Source: an optimization exercise on an open RTL-to-GDS flow (aim: small area). Production flows keep margins and buffers that such runs may drop.
In this exercise RTL edits were held to simulation tests only and were not proved equivalent to the original.
Power figures rest on the tool's default switching activity, not on a simulated workload.

## job 2421
==> flow/design.v (excerpt) <==
module cf_hdmi (
  hdmi_clk,
  rst,
  hdmi_vsync,
  hdmi_hsync,
  hdmi_data_e,
  hdmi_data,
  hdmi_fs_toggle,
  hdmi_raddr_g,
  hdmi_tpm_oos,
  mem_raddr,
  mem_rdata,
  vdma_fs_ret_toggle,
  vdma_fs_waddr,
  up_enable,
  up_tpg_enable,
  up_csc_bypass,
  up_hs_width,
  up_hs_count,
  up_hs_de_min,
  up_hs_de_max,
  up_vs_width,
  up_vs_count,
  up_vs_de_min,
  up_vs_de_max,
  up_cp_en,
  up_cp);
Size in the first run: ~2300 cells after synthesis, about 630 flip-flops.
export LEC_CHECK = 0
export CAP_MARGIN = 20
export CORE_MARGIN = 2
export CORE_UTILIZATION = 40
export PLACE_DENSITY = 0.6
export SLEW_MARGIN = 20
create_clock -name core_clock -period 5.0 [get_ports {hdmi_clk}]
standard.sh (not shown) runs the stock make flow with config.mk's settings and CLKGATE_MAP_FILE= SYNTH_SCRIPT=/design/flow/synth_recipe.tcl, a recipe that flattens the netlist after the stock synthesis.
==> flow/flow/run.sh <==
#!/bin/bash
# Own layout flow: the standard synthesis and layout, with the port
# buffers made from the smallest buffer cell, and a clock tree with larger
# sink clusters and no dummy loads. Each step's full output goes to its own
# log file in the work folder.
set -euo pipefail
bash standard.sh synth > flow_synth.log 2>&1
bash standard.sh "BUFFER_PORTS_ARGS=-buffer_cell sky130_fd_sc_hd__buf_1" \
  "CTS_ARGS=-sink_clustering_enable -repair_clock_nets -dont_use_dummy_load -sink_clustering_size 14 -sink_clustering_max_diameter 60 -buf_list sky130_fd_sc_hd__clkbuf_8" \
  finish > flow_layout.log 2>&1
For job 1264, these inputs were changed with respect to job 2421:
- CTS_BUF_LIST newly set to sky130_fd_sc_hd__clkbuf_2 sky130_fd_sc_hd__clkbuf_4 sky130_fd_sc_hd__clkbuf_8
- CTS_CLUSTER_SIZE newly set to 20
==> flow/run.sh (new file) <==
#!/bin/bash
# synth_recipe.tcl (not shown) runs the flow's synth.tcl, then flattens the netlist and writes it again
# the make line also repeats each setting of config.mk as NAME=value (left out here)
make -C /OpenROAD-flow-scripts/flow DESIGN_CONFIG=/design/flow/config.mk WORK_HOME=/design/flow/orfs CLKGATE_MAP_FILE= SYNTH_SCRIPT=/design/flow/synth_recipe.tcl finish
removed: flow/flow/run.sh
removed: flow/standard.sh
Notes after the runs:
Comparing synthesis-to-layout area growth for job 1264 and job 2421, the smaller number came from job 2421. The lower leakage component of the power came out of job 2421. Reported for job 1264 and job 2421, final count of pins violating max slew turned out identical to the last digit. Compared with job 2421, job 1264 shows data arrival time at the worst-slack endpoint higher by 0.07 ns. Between job 1264 and job 2421, switching power total is lower for job 2421, job 1264 comes in above that. Higher sequential share of layout area was reported by job 2421, not job 1264. Portion of total power attributed to combinational logic: job 1264 < job 2421. Job 1264 vs. job 2421: pre-CTS worst setup slack went down by 0.045 ns.
Input-level comparison between job 6684 and job 1264:
- CTS_CLUSTER_SIZE no longer set, was 20
- CTS_BUF_LIST no longer set, was sky130_fd_sc_hd__clkbuf_2 sky130_fd_sc_hd__clkbuf_4 sky130_fd_sc_hd__clkbuf_8
==> flow/flow/run.sh (new file) <==
#!/bin/bash
# Own layout flow: the standard synthesis and layout, with the port
# buffers made from the smallest buffer cell, and a clock tree with larger
# sink clusters and no dummy loads. Each step's full output goes to its own
# log file in the work folder.
set -euo pipefail
bash standard.sh synth > flow_synth.log 2>&1
bash standard.sh "BUFFER_PORTS_ARGS=-buffer_cell sky130_fd_sc_hd__buf_1" \
  "CTS_ARGS=-sink_clustering_enable -repair_clock_nets -dont_use_dummy_load -sink_clustering_size 18 -sink_clustering_max_diameter 60 -buf_list sky130_fd_sc_hd__clkbuf_16" \
  finish > flow_layout.log 2>&1
==> flow/standard.sh (new file) <==
#!/bin/bash
# synth_recipe.tcl (not shown) runs the flow's synth.tcl, then flattens the netlist and writes it again
# the make line also repeats each setting of config.mk as NAME=value (left out here)
make -C /OpenROAD-flow-scripts/flow DESIGN_CONFIG=/design/flow/config.mk WORK_HOME=/design/flow/orfs CLKGATE_MAP_FILE= SYNTH_SCRIPT=/design/flow/synth_recipe.tcl "${@:-finish}"
removed: flow/run.sh
## What came out
Job 1264 → job 6684: routed length on met3 decreased by 15% relative to the old numbers; final net count decreased by 1.8% relative to the old numbers. Critical path buffer and inverter count ends up lower on job 1264. Worst setup slack in job 6684 is 0.046 ns above job 1264. Job 6684 vs. job 1264: power went down by about 13%. Summary of the comparison: clock period minus final worst setup slack is lower in job 6684, relative to job 1264. Between job 1264 and job 6684, the depth of the worst register-to-register path is higher for job 1264.
[inputs] job 6346 vs job 6684
==> flow/run.sh (new file) <==
#!/bin/bash
# synth_recipe.tcl (not shown) runs the flow's synth.tcl, then flattens the netlist and writes it again
# the make line also repeats each setting of config.mk as NAME=value (left out here)
make -C /OpenROAD-flow-scripts/flow DESIGN_CONFIG=/design/flow/config.mk WORK_HOME=/design/flow/orfs CLKGATE_MAP_FILE= SYNTH_SCRIPT=/design/flow/synth_recipe.tcl finish
removed: flow/flow/run.sh
removed: flow/standard.sh
### Flow results
Relative to job 6684, share of total power in the clock network has increased by 7.4 points in job 6346. Delta (job 6346 minus job 6684): total iterations of the first detailed-routing run shows a reduction of 2; maximum frequency from static timing analysis has remained practically unchanged. The overall power after layout reported for job 6346 is greater than that of job 6684 by about 14%. Switching component of the power for job 6346: 10% up relative to job 6684. Compared with job 6684, job 6346 shows a data-path buffer share of cell area in the final layout that is 4.6 points higher.

---

## v48
Another version of the RTL of cf_hdmi (not shown whole).
For scale: about 2000 cells after synthesis, ~260 I/O pins, roughly 25000 sq um of cells after synthesis.
clock: 5.0 ns
lec_check: 0
abc_area: 1
cap_margin: 20
core_margin: 2
core_utilization: 40
place_density: 0.6
slew_margin: 20
==> flow/flow/run.sh <==
#!/bin/bash
# Own layout flow: the standard synthesis; an inverter polarity clean-up
# of its netlist around the full and half adders (flow/polopt.py); an
# area-oriented re-mapping of the other gates with ABC (flow/remap.ys,
# flip-flops and adders kept with their names and cells); then the standard flow's
# standard layout with the port buffers made from the smallest buffer cell
# and a clock tree with larger sink clusters and no dummy loads. Each step's
# full output goes to its own log file in the work folder.
set -euo pipefail
R=orfs/results/sky130hd/cf_hdmi/base
YOSYS=${YOSYS_EXE:-$FLOW_HOME/../tools/install/yosys/bin/yosys}
LIB=$FLOW_HOME/platforms/sky130hd/lib/sky130_fd_sc_hd__tt_025C_1v80.lib
bash standard.sh synth > flow_synth.log 2>&1
cp $R/1_2_yosys.v flow_1_2_yosys_standard.v
python3 flow/polopt.py flow_1_2_yosys_standard.v flow_1_2_yosys_pol.v > flow_polopt.log 2>&1
sed "s#LIBFILE#$LIB#g" flow/remap.ys > flow_remap.ys
$YOSYS -s flow_remap.ys > flow_remap.log 2>&1
python3 flow/fixnet.py flow_remap_all.v $R/1_2_yosys.v > flow_fixnet.log 2>&1
rm -f $R/1_synth.odb $R/1_synth.sdc
bash standard.sh synth > flow_synth_odb.log 2>&1
bash standard.sh "BUFFER_PORTS_ARGS=-buffer_cell sky130_fd_sc_hd__buf_1" \
  "CTS_ARGS=-sink_clustering_enable -repair_clock_nets -dont_use_dummy_load -sink_clustering_size 9 -sink_clustering_max_diameter 45 -buf_list sky130_fd_sc_hd__clkbuf_4" \
  finish > flow_layout.log 2>&1
==> flow/flow/abc_area_map.script <==
strash
dch
amap
topo
stime -c
==> flow/flow/remap.ys <==
# Re-map the netlist's gates other than flip-flops, full and half adders for
# area (ABC's amap); those cells are kept as they are, with their names, and
# so are the gates of the colour conversion (the input cone of csc_4), whose
# timing is tight.
read_liberty -ignore_miss_func LIBFILE
read_verilog flow_1_2_yosys_pol.v
hierarchy -top cf_hdmi
setattr -mod -set keep_hierarchy 1 sky130_fd_sc_hd__fa_1 sky130_fd_sc_hd__ha_1 sky130_fd_sc_hd__dfxtp_1 sky130_fd_sc_hd__edfxtp_1
select -set ffcsc c:csc_4*
select -set cone @ffcsc %ci1 %ci*:-sky130_fd_sc_hd__dfxtp_1,sky130_fd_sc_hd__edfxtp_1 @ffcsc %d
setattr -set keep_hierarchy 1 @cone
select -clear
flatten
opt_clean -purge
abc -liberty LIBFILE -dont_use sky130_fd_sc_hd__lpflow_bleeder_1 -dont_use sky130_fd_sc_hd__lpflow_clkbufkapwr_1 -dont_use sky130_fd_sc_hd__lpflow_clkbufkapwr_16 -dont_use sky130_fd_sc_hd__lpflow_clkbufkapwr_2 -dont_use sky130_fd_sc_hd__lpflow_clkbufkapwr_4 -dont_use sky130_fd_sc_hd__lpflow_clkbufkapwr_8 -dont_use sky130_fd_sc_hd__lpflow_clkinvkapwr_1 -dont_use sky130_fd_sc_hd__lpflow_clkinvkapwr_16 -dont_use sky130_fd_sc_hd__lpflow_clkinvkapwr_2 -dont_use sky130_fd_sc_hd__lpflow_clkinvkapwr_4 -dont_use sky130_fd_sc_hd__lpflow_clkinvkapwr_8 -dont_use sky130_fd_sc_hd__lpflow_decapkapwr_12 -dont_use sky130_fd_sc_hd__lpflow_decapkapwr_3 -dont_use sky130_fd_sc_hd__lpflow_decapkapwr_4 -dont_use sky130_fd_sc_hd__lpflow_decapkapwr_6 -dont_use sky130_fd_sc_hd__lpflow_decapkapwr_8 -dont_use sky130_fd_sc_hd__lpflow_inputiso0n_1 -dont_use sky130_fd_sc_hd__lpflow_inputiso0p_1 -dont_use sky130_fd_sc_hd__lpflow_inputiso1n_1 -dont_use sky130_fd_sc_hd__lpflow_inputiso1p_1 -dont_use sky130_fd_sc_hd__lpflow_inputisolatch_1 -dont_use sky130_fd_sc_hd__lpflow_isobufsrc_1 -dont_use sky130_fd_sc_hd__lpflow_isobufsrc_16 -dont_use sky130_fd_sc_hd__lpflow_isobufsrc_2 -dont_use sky130_fd_sc_hd__lpflow_isobufsrc_4 -dont_use sky130_fd_sc_hd__lpflow_isobufsrc_8 -dont_use sky130_fd_sc_hd__lpflow_isobufsrckapwr_16 -dont_use sky130_fd_sc_hd__lpflow_lsbuf_lh_hl_isowell_tap_1 -dont_use sky130_fd_sc_hd__lpflow_lsbuf_lh_hl_isowell_tap_2 -dont_use sky130_fd_sc_hd__lpflow_lsbuf_lh_hl_isowell_tap_4 -dont_use sky130_fd_sc_hd__lpflow_lsbuf_lh_isowell_4 -dont_use sky130_fd_sc_hd__lpflow_lsbuf_lh_isowell_tap_1 -dont_use sky130_fd_sc_hd__lpflow_lsbuf_lh_isowell_tap_2 -dont_use sky130_fd_sc_hd__lpflow_lsbuf_lh_isowell_tap_4 -dont_use sky130_fd_sc_hd__probe_p_8 -dont_use sky130_fd_sc_hd__probec_p_8  -script flow/abc_area_map.script -D 5000
opt_clean -purge
splitnets
opt_clean -purge
write_verilog -noattr -noexpr -selected flow_remap_all.v
Other scripts of this flow, unchanged in this note and not shown: flow/flow/fixnet.py, flow/flow/polopt.py
v48 ran to completion and came out clean on the timing, design-rule and antenna checks.
> inputs changed (v48 -> v47)
==> flow/flow/abc_area_map.script <==
strash
dch -f
amap -F 2 -A 4
topo
diff --git a/flow/flow/remap.ys b/flow/flow/remap.ys
--- a/flow/flow/remap.ys
+++ b/flow/flow/remap.ys
@@ -1,5 +1,3 @@
 # Re-map the netlist's gates other than flip-flops, full and half adders for
-# area (ABC's amap); those cells are kept as they are, with their names, and
-# so are the gates of the colour conversion (the input cone of csc_4), whose
-# timing is tight.
+# area (ABC's amap); those cells are kept as they are, with their names.
 read_liberty -ignore_miss_func LIBFILE
@@ -8,6 +6,2 @@
 setattr -mod -set keep_hierarchy 1 sky130_fd_sc_hd__fa_1 sky130_fd_sc_hd__ha_1 sky130_fd_sc_hd__dfxtp_1 sky130_fd_sc_hd__edfxtp_1
-select -set ffcsc c:csc_4*
-select -set cone @ffcsc %ci1 %ci*:-sky130_fd_sc_hd__dfxtp_1,sky130_fd_sc_hd__edfxtp_1 @ffcsc %d
-setattr -set keep_hierarchy 1 @cone
-select -clear
 flatten
==> results.txt <==
Layout checks on v47: not met. Flow itself completed; violations: setup timing.
~same number of multi-input combinational cells in v47 and v48
Looking at v47 and v48, the post-route antenna net violation count is a wash.
Relative to v48, combinational power share has decreased by 1.9 points in v47.
v47 ends up with a post-synthesis instance total that is 37 lower than in v48.
The following lists how v55 was set up differently from v47:
diff --git a/flow/flow/run.sh b/flow/flow/run.sh
--- a/flow/flow/run.sh
+++ b/flow/flow/run.sh
@@ -7,3 +7,4 @@
 # and a clock tree with larger sink clusters and no dummy loads. Each step's
-# full output goes to its own log file in the work folder.
+# full output goes to its own log file in the work folder. The polarity
+# clean-up runs once more on the re-mapped netlist.
 set -euo pipefail
@@ -17,3 +18,4 @@
 $YOSYS -s flow_remap.ys > flow_remap.log 2>&1
-python3 flow/fixnet.py flow_remap_all.v $R/1_2_yosys.v > flow_fixnet.log 2>&1
+python3 flow/fixnet.py flow_remap_all.v flow_remap.v > flow_fixnet.log 2>&1
+python3 flow/polopt.py flow_remap.v $R/1_2_yosys.v > flow_polopt2.log 2>&1
 rm -f $R/1_synth.odb $R/1_synth.sdc
diff --git a/flow/flow/remap.ys b/flow/flow/remap.ys
--- a/flow/flow/remap.ys
+++ b/flow/flow/remap.ys
@@ -1,3 +1,5 @@
 # Re-map the netlist's gates other than flip-flops, full and half adders for
-# area (ABC's amap); those cells are kept as they are, with their names.
+# area (ABC's amap); those cells are kept as they are, with their names, and
+# so are the gates of the colour conversion (the input cone of csc_4), whose
+# timing is tight.
 read_liberty -ignore_miss_func LIBFILE
@@ -6,2 +8,6 @@
 setattr -mod -set keep_hierarchy 1 sky130_fd_sc_hd__fa_1 sky130_fd_sc_hd__ha_1 sky130_fd_sc_hd__dfxtp_1 sky130_fd_sc_hd__edfxtp_1
+select -set ffcsc c:csc_4*
+select -set cone @ffcsc %ci1 %ci*:-sky130_fd_sc_hd__dfxtp_1,sky130_fd_sc_hd__edfxtp_1 @ffcsc %d
+setattr -set keep_hierarchy 1 @cone
+select -clear
 flatten
==> results.txt <==
Per the final summary, v55 finished and its layout is clean on timing, DRC and antenna.
Tightest hold margin (higher): v47
Re clock latency at the later pin of the worst-skew pair: v47 was higher than v55.
Per the comparison of v55 with v47, layout net count shows a reduction of about 1.5%; core utilization shows a reduction of 0.74 points; buffer share of cell area shows a reduction of 1.3 points; met2 wirelength from detailed routing shows a reduction of 1.6%.
sky130_fd_sc_hd__dfxtp_1 as the critical-path cell with the highest stage delay was reported by v55, and sky130_fd_sc_hd__fa_1 by v47.
Relative to v47, synthesized cell count has increased by 13 in v55.
Per the comparison of v55 with v47, total number of vias -147; initial antenna violation count +1; biggest fanout along the worst timing path +12; worst path buffer plus inverter count +4.
## Diff of input files: v15 against v55
- a deleted ABC_AREA that had been 1
diff --git a/flow/flow/run.sh b/flow/flow/run.sh
--- a/flow/flow/run.sh
+++ b/flow/flow/run.sh
@@ -7,4 +7,3 @@
 # and a clock tree with larger sink clusters and no dummy loads. Each step's
-# full output goes to its own log file in the work folder. The polarity
-# clean-up runs once more on the re-mapped netlist.
+# full output goes to its own log file in the work folder.
 set -euo pipefail
@@ -18,4 +17,3 @@
 $YOSYS -s flow_remap.ys > flow_remap.log 2>&1
-python3 flow/fixnet.py flow_remap_all.v flow_remap.v > flow_fixnet.log 2>&1
-python3 flow/polopt.py flow_remap.v $R/1_2_yosys.v > flow_polopt2.log 2>&1
+python3 flow/fixnet.py flow_remap_all.v $R/1_2_yosys.v > flow_fixnet.log 2>&1
 rm -f $R/1_synth.odb $R/1_synth.sdc
==> flow/flow/abc_area_map.script <==
strash
dch
amap
topo
stime -c
diff --git a/flow/flow/remap.ys b/flow/flow/remap.ys
--- a/flow/flow/remap.ys
+++ b/flow/flow/remap.ys
@@ -1,5 +1,3 @@
 # Re-map the netlist's gates other than flip-flops, full and half adders for
-# area (ABC's amap); those cells are kept as they are, with their names, and
-# so are the gates of the colour conversion (the input cone of csc_4), whose
-# timing is tight.
+# area (ABC's amap); those cells are kept as they are, with their names.
 read_liberty -ignore_miss_func LIBFILE
@@ -8,6 +6,2 @@
 setattr -mod -set keep_hierarchy 1 sky130_fd_sc_hd__fa_1 sky130_fd_sc_hd__ha_1 sky130_fd_sc_hd__dfxtp_1 sky130_fd_sc_hd__edfxtp_1
-select -set ffcsc c:csc_4*
-select -set cone @ffcsc %ci1 %ci*:-sky130_fd_sc_hd__dfxtp_1,sky130_fd_sc_hd__edfxtp_1 @ffcsc %d
-setattr -set keep_hierarchy 1 @cone
-select -clear
 flatten
--- outcome ---
Layout checks on v15: not met. Flow itself completed; violations: setup timing. v55 | status: complete | timing, DRC, antenna: pass. Portion of total power attributed to combinational logic ended up 4.1 points higher on v15 than on v55. When v15 is set beside v55, its met1 routing resource usage after global routing turns out to be 0.57 points larger. Diff v55 -> v15 | length of the first detailed-routing pass in iterations | decrease of 1. Changes observed in v15 relative to v55: critical path buffer and inverter count lower; overall power consumption higher. Die size: v15 exceeds v55.

[separate check: timing with driven ports]
The flow's constraints put no driver on any port. The routed layouts listed below were extracted and timed again, unchanged, in two steps. Step 1, drivers: a clkbuf_16 drives hdmi_clk and a buf_2 each remaining input, both assumed. Step 2, shift: input delay + t, output delay - t, t = (earliest + latest rising clock arrival at the registers) / 2. This alone moves slack from input paths to output paths. Three values: ideal ports, drivers, drivers and shift; two values: the first two.
run | t (ns) | setup slack, ns | hold WS [ns] | clock arrival spread, ns | pins driven straight from the clock port
job 2421 | 0.698 | 0.239 / 0.239 / 0.239 | 0.283 / 0.283 / 0.283 | 0.100 / 0.100 | 1
job 1264 | 0.773 | 0.208 / 0.208 / 0.208 | 0.266 / 0.266 / 0.266 | 0.080 / 0.080 | 1
job 6684 | 0.629 | 0.255 / 0.255 / 0.255 | 0.290 / 0.290 / 0.290 | 0.065 / 0.065 | 1
job 6346 | 0.655 | 0.264 / 0.264 / 0.264 | 0.310 / 0.310 / 0.310 | 0.027 / 0.027 | 1
v48 | 0.883 | 0.364 / 0.364 / 0.364 | 0.229 / 0.197 / 0.245 | 0.155 / 0.156 | 1
v47 | 0.880 | -0.143 / -0.143 / -0.143 | 0.254 / 0.220 / 0.258 | 0.164 / 0.164 | 1
v55 | 0.863 | 0.567 / 0.567 / 0.567 | 0.250 / 0.221 / 0.274 | 0.170 / 0.170 | 1
v15 | 0.881 | -0.055 / -0.055 / -0.055 | 0.193 / 0.185 / 0.235 | 0.155 / 0.154 | 1
